From an optimization exercise on the open Yosys and OpenROAD flow, aimed at small area; shortcuts taken in it are not production practice.
The RTL was checked by simulation tests, not by an equivalence proof against the original design.
No driver is modelled on the clock port, so clock power and skew are understated where the tree is cut down; a real chip needs a root buffer or a tree.
Power figures rest on the tool's default switching activity, not on a simulated workload.

xenon:
## stopwatch
module stopwatch
    (
        input  wire       clk100MHz,  
        input  wire       rst,        
        input  wire       start,      
        input  wire       stop,       
        input  wire [7:0] sw,         
        output wire [6:0] sseg_ca,    
        output wire [3:0] sseg_an,    
        output wire [9:0] LED         
    );
    logic [10:0] t;
    logic [10:0] t_q;            
    assign t = t_q ^ 11'd4;
    wire tick_disp  = &t[2:0];
    wire tick_count = t[5] & ~t[4] & ~t[3] & ~t[2] & t[1] & t[0];  
    always_ff @(posedge clk100MHz, posedge rst)
        if (rst) t_q <= 11'd0;
        else     t_q <= (t + 11'd1) ^ 11'd4;
    logic       running;
    logic [3:0] d0, d1, d2, d3;   
    logic [2:0] d4;               
    wire run_nxt = (start & ~stop) | (running & ~(stop & ~start));
    wire inc     = tick_count & run_nxt;
    wire c0 = inc & d0[3] & d0[0];
    wire c1 = c0  & d1[3] & d1[0];
    wire c2 = c1  & d2[3] & d2[0];
    wire c3 = c2  & d3[3] & d3[0];
    wire wrap = inc & d4[2] & d4[1] & d3[2] & d3[0] & d2[2] & d2[0]
                    & d1[1] & d1[0] & d0[2] & d0[0];
    function automatic [3:0] dec_inc(input [3:0] d);
        dec_inc[0] = ~d[0];
        dec_inc[1] = d[1] ^ (d[0] & ~d[3]);
        dec_inc[2] = d[2] ^ (d[0] & d[1]);
        dec_inc[3] = (d[3] & ~d[0]) | (d[2] & d[1] & d[0]);
    endfunction
    always_ff @(posedge clk100MHz, posedge rst)
  ...
Size: roughly 49 flip-flops, about 33 I/O pins, ~2300 um2 of cells after synthesis.
clock: 12.5 ns
lec_check: 0
cap_margin: 20
core_margin: 2
core_utilization: 60
place_density: 0.75
slew_margin: 20
standard.sh (not shown) runs the stock make flow with config.mk's settings and CLKGATE_MAP_FILE= SYNTH_SCRIPT=/design/flow/synth_recipe.tcl, a recipe that flattens the netlist after the stock synthesis.
==> flow/flow/run.sh <==
#!/bin/bash
# Standard ORFS layout (the standard.sh) with area-oriented changes:
#  - synthesis: the standard synthesis script, with an area-oriented ABC
#    script (flow/abc_area.script) in place of the speed-oriented one, and
#    without the half/full-adder extraction (ADDER_MAP_FILE empty), so that
#    ABC maps all the logic (register names and types are unchanged)
#  - port buffers: buf_1 instead of the default buffer
#  - CTS: no dummy loads; after CTS (flow/post_cts.tcl) the clock tree is
#    rebuilt as one level of clock buffers driven by the clock port
#    (flow/recluster.tcl), the reset inverter is sized to drive all the
#    reset pins, and gates with slack are downsized
# Each tool's output goes to ORFS's logs plus synth.log / layout.log here.
set -euo pipefail
here=$(pwd)
CTS_BUFS="sky130_fd_sc_hd__clkbuf_8"
CTS_EXTRA=""
rm -rf "$here/scripts_area"
cp -r "$FLOW_HOME/scripts" "$here/scripts_area"
cp "$here/flow/abc_area.script" "$here/scripts_area/abc_speed.script"
bash standard.sh synth SCRIPTS_DIR="$here/scripts_area" ADDER_MAP_FILE= > "$here/synth.log" 2>&1
bash standard.sh finish \
  BUFFER_PORTS_ARGS="-buffer_cell sky130_fd_sc_hd__buf_1" \
  CTS_ARGS="-sink_clustering_enable -repair_clock_nets -buf_list {$CTS_BUFS} -dont_use_dummy_load $CTS_EXTRA" \
  POST_CTS_TCL="$here/flow/post_cts.tcl" > "$here/layout.log" 2>&1
Other scripts of this flow, unchanged in this note and not shown: flow/flow/abc_area.script, flow/flow/post_cts.tcl, flow/flow/recluster.tcl
Setup changes, xenon to cedar
- swapping 60 for 40 in CORE_UTILIZATION
- clearing PLACE_DENSITY, which used to be 0.75
## What came out
- cedar vs. xenon: wire length went down by about 3.3%.
- Between xenon and cedar, the flow reports area of the core region increasing by more than half.
- Re adder and majority gate portion of the synthesized area: no difference whatsoever between cedar and xenon.
- The core of cedar is less densely filled than that of xenon.
- NOTE global-route wire length before repair xenon->cedar decreased by a few percent
- Compared to xenon, cedar has internal power contribution about 3.7% lower.
- Reported for xenon and cedar, critical path depth turned out identical to the last digit.
- xenon was smaller in final cell area than cedar.
- In the metrics for xenon and cedar, the one carrying the lower highest ir drop seen on vdd is cedar.
In every run of this note, the design's own scripts or RTL, not TritonCTS, make the clock network.

The RTL this note starts from:
==> flow/design.v <==
`timescale 1ns/1ps
module bcd2sseg (
        input  wire  [3:0] bcd,
        output logic [6:0] sseg
    );
    wire a = bcd[3], b = bcd[2], c = bcd[1], d = bcd[0];
    wire seg_a = a | c | (b & d) | (~b & ~d);
    wire seg_b = ~b | (~c & ~d) | (c & d);
    wire seg_c = b | ~c | d;
    wire seg_d = a | (~b & ~d) | (~b & c) | (c & ~d) | (b & ~c & d);
    wire seg_e = (~b & ~d) | (c & ~d);
    wire seg_f = a | (~c & ~d) | (b & ~c) | (b & ~d);
    wire seg_g = a | (b & ~c) | (~b & c) | (c & ~d);
    assign sseg = ~{seg_g, seg_f, seg_e, seg_d, seg_c, seg_b, seg_a};
endmodule
`timescale 1ns / 1ps
module stopwatch
    (
        input  wire       clk100MHz,  
        input  wire       rst,        
        input  wire       start,      
        input  wire       stop,       
        input  wire [7:0] sw,         
        output wire [6:0] sseg_ca,    
        output wire [3:0] sseg_an,    
        output wire [9:0] LED         
    );
    logic [10:0] t;
    wire tick_disp  = &t[2:0];
    wire tick_count = t[5] & ~t[4] & ~t[3] & ~t[2] & t[1] & t[0];  
    always_ff @(posedge clk100MHz, posedge rst)
        if (rst) t <= 11'd4;
        else     t <= t + 11'd1;
    logic       running;
    logic [3:0] d0, d1, d2, d3;   
    logic [2:0] d4;               
    wire run_nxt = (start & ~stop) | (running & ~(stop & ~start));
    wire inc     = tick_count & run_nxt;
    wire c0 = inc & d0[3] & d0[0];
    wire c1 = c0  & d1[3] & d1[0];
    wire c2 = c1  & d2[3] & d2[0];
    wire c3 = c2  & d3[3] & d3[0];
    wire wrap = inc & d4[2] & d4[1] & (d3 == 4'd5) & (d2 == 4'd5) & (d1 == 4'd3) & (d0 == 4'd5);
    function automatic [3:0] dec_inc(input [3:0] d);
        dec_inc[0] = ~d[0];
        dec_inc[1] = d[1] ^ (d[0] & ~d[3]);
        dec_inc[2] = d[2] ^ (d[0] & d[1]);
        dec_inc[3] = (d[3] & ~d[0]) | (d[2] & d[1] & d[0]);
    endfunction
    always_ff @(posedge clk100MHz, posedge rst)
        if (rst) running <= 1'b0;
        else if (tick_count) running <= run_nxt;
    always_ff @(posedge clk100MHz, posedge rst)
        if (rst) begin
            d0 <= '0; d1 <= '0; d2 <= '0; d3 <= '0; d4 <= '0;
        end
        else if (wrap) begin
            d0 <= '0; d1 <= '0; d2 <= '0; d3 <= '0; d4 <= '0;
        end
        else begin
            if (inc) d0 <= dec_inc(d0);
            if (c0)  d1 <= dec_inc(d1);
            if (c1)  d2 <= dec_inc(d2);
            if (c2)  d3 <= dec_inc(d3);
            if (c3)  d4 <= d4 + 3'd1;
        end
    wire [1:0] pos = t[4:3];
    logic [3:0] digit;
    always_comb
        case (pos)
            2'd0: digit = d0;
            2'd1: digit = d1;
            2'd2: digit = d2;
            default: digit = d3;
        endcase
    bcd2sseg u_bcd2sseg (.bcd(digit), .sseg(sseg_ca));
    logic pwm_flag;
    always_ff @(posedge clk100MHz, posedge rst)
        if (rst) pwm_flag <= 1'b0;
        else if (tick_disp) pwm_flag <= (t[10:3] < sw);
    assign sseg_an[0] =  t[4] |  t[3] | pwm_flag;
    assign sseg_an[1] =  t[4] | ~t[3] | pwm_flag;
    assign sseg_an[2] = ~t[4] |  t[3] | pwm_flag;
    assign sseg_an[3] = ~t[4] | ~t[3] | pwm_flag;
    logic [12:0] minute_count;   
    logic [3:0]  step;           
    wire [13:0] minute_sum = {1'b0, minute_count} + {13'd0, tick_count};
    wire        minute_wrap = minute_sum[13];
    always_ff @(posedge clk100MHz, posedge rst)
        if (rst) begin
            minute_count <= 13'd2191;
            step         <= '0;
        end
        else begin
            minute_count <= minute_sum[12:0] | (minute_wrap ? 13'd2191 : 13'd0);
            if (minute_wrap) step <= step[3] ? 4'd0 : step + 4'd1;
        end
    assign LED[0] = step[3] | step[2] | step[1] | step[0];
    assign LED[1] = step[3] | step[2] | step[1];
    assign LED[2] = step[3] | step[2] | (step[1] & step[0]);
    assign LED[3] = step[3] | step[2];
    assign LED[4] = step[3] | (step[2] & (step[1] | step[0]));
    assign LED[5] = step[3] | (step[2] & step[1]);
    assign LED[6] = step[3] | (step[2] & step[1] & step[0]);
    assign LED[7] = step[3];
    assign LED[9:8] = 2'b00;
endmodule
export LEC_CHECK = 0
export CAP_MARGIN = 20
export CORE_MARGIN = 2
export CORE_UTILIZATION = 40
export SLEW_MARGIN = 20
create_clock -name core_clock -period 12.5 [get_ports {clk100MHz}]
==> flow/flow/run.sh <==
#!/bin/bash
# Standard layout, logged.
bash standard.sh > standard.log 2>&1
Change:
==> flow/flow/run.sh (replaced) <==
#!/bin/bash
# Standard ORFS layout with area-oriented changes:
#  - synthesis: the standard synthesis script, with an area-oriented ABC script
#  - port buffers: buf_1 instead of the default buffer
#  - CTS: clkbuf_4/clkbuf_8 tree, no dummy loads
#  - after CTS: downsize gates that have slack
set -euo pipefail
here=$(pwd)
rm -rf "$here/scripts_area"
cp -r "$FLOW_HOME/scripts" "$here/scripts_area"
cp "$here/flow/abc_area.script" "$here/scripts_area/abc_speed.script"
bash standard.sh synth SCRIPTS_DIR="$here/scripts_area" > "$here/synth.log" 2>&1
bash standard.sh finish \
  BUFFER_PORTS_ARGS="-buffer_cell sky130_fd_sc_hd__buf_1" \
  CTS_ARGS="-sink_clustering_enable -repair_clock_nets -buf_list {sky130_fd_sc_hd__clkbuf_4 sky130_fd_sc_hd__clkbuf_8} -dont_use_dummy_load" \
  POST_CTS_TCL="$here/flow/post_cts.tcl" > "$here/layout.log" 2>&1
==> flow/flow/abc_area.script (new file) <==
strash
balance
rewrite
refactor
balance
rewrite
rewrite -z
balance
refactor -z
rewrite -z
balance
dch -f
map -a
==> flow/flow/post_cts.tcl (new file) <==
# Downsize cells off the critical path (there is ample slack), then re-legalize.
estimate_parasitics -placement
repair_timing -recover_power 100 -verbose
detailed_placement
check_placement -verbose
Worst hold slack gains 7.2 ps.
Critical path depth grows by 5.
Synthesized cell count increases by 5.8%.
Die area is lower by 7.2%.
Setup slack improves by 150 ps.
Change:
==> flow/flow/run.sh (replaced) <==
#!/bin/bash
# Standard ORFS layout (the standard.sh) with area-oriented changes:
#  - synthesis: the standard synthesis script, with an area-oriented ABC
#    script (flow/abc_area.script) in place of the speed-oriented one
#  - port buffers: buf_1 instead of the default buffer
#  - CTS: small clock buffers, no dummy loads
#  - after CTS: downsize gates that have slack (flow/post_cts.tcl)
# Each tool's output goes to ORFS's logs plus synth.log / layout.log here.
set -euo pipefail
here=$(pwd)
CTS_BUFS="sky130_fd_sc_hd__clkbuf_16"
CTS_EXTRA="-sink_clustering_size 50 -sink_clustering_max_diameter 500"
rm -rf "$here/scripts_area"
cp -r "$FLOW_HOME/scripts" "$here/scripts_area"
cp "$here/flow/abc_area.script" "$here/scripts_area/abc_speed.script"
bash standard.sh synth SCRIPTS_DIR="$here/scripts_area" > "$here/synth.log" 2>&1
bash standard.sh finish \
  BUFFER_PORTS_ARGS="-buffer_cell sky130_fd_sc_hd__buf_1" \
  CTS_ARGS="-sink_clustering_enable -repair_clock_nets -buf_list {$CTS_BUFS} -dont_use_dummy_load $CTS_EXTRA" \
  POST_CTS_TCL="$here/flow/post_cts.tcl" > "$here/layout.log" 2>&1
--- a/flow/flow/abc_area.script
+++ b/flow/flow/abc_area.script
@@ -11,2 +11,3 @@
 balance
+dc2
 dch -f
After rerunning: Final cell count falls by 2.1%. Wire length shrinks by 7.5%. Register-to-register slack gets worse by 700 ps. Total power came out higher by 15%. Design area went up by 0.83%. Setup slack got worse by 210 ps. Die area decreases by 1.2%. Critical path depth is lower by 2. Non-clock buffer count is unchanged.

## what the ideal ports hide
How much do the figures lean on ideal ports? The routed layouts below were timed once more, with nothing changed but the port constraints. Step 1 (the two cells are an assumption about what drives the block):
set clk [get_ports {clk100MHz}]
set_driving_cell -lib_cell sky130_fd_sc_hd__clkbuf_16 $clk
set_driving_cell -lib_cell sky130_fd_sc_hd__buf_2 [delete_from_list [all_inputs] $clk]
Step 2 times the ports against the registers' clock, not the clock port: input delays grow and output delays shrink by t, the midpoint of the rising clock arrivals with the driver on. Three values: ideal, step 1, step 2; two values: the first two.
run | t, ns | setup slack, ns | worst setup path after step 2 | worst register clock-pin slew, ns
xenon | 0.197 | 7.714 / 7.734 / 7.538 | input to register | 0.09 / 0.09
cedar | 0.195 | 7.726 / 7.749 / 7.554 | input to register | 0.10 / 0.10
the first run of note 2 | 0.328 | 7.456 / 7.431 / 7.759 | register to output | 0.10 / 0.10
the second run of note 2 | 0.312 | 7.605 / 7.578 / 7.567 | input to register | 0.09 / 0.09
the third run of note 2 | 0.310 | 7.396 / 7.363 / 7.656 | input to register | 0.07 / 0.07
After both steps setup and hold are still met in every run listed. For xenon, which loses most, drivers alone change the setup slack by +0.020 ns; drivers and shift together by -0.176 ns.
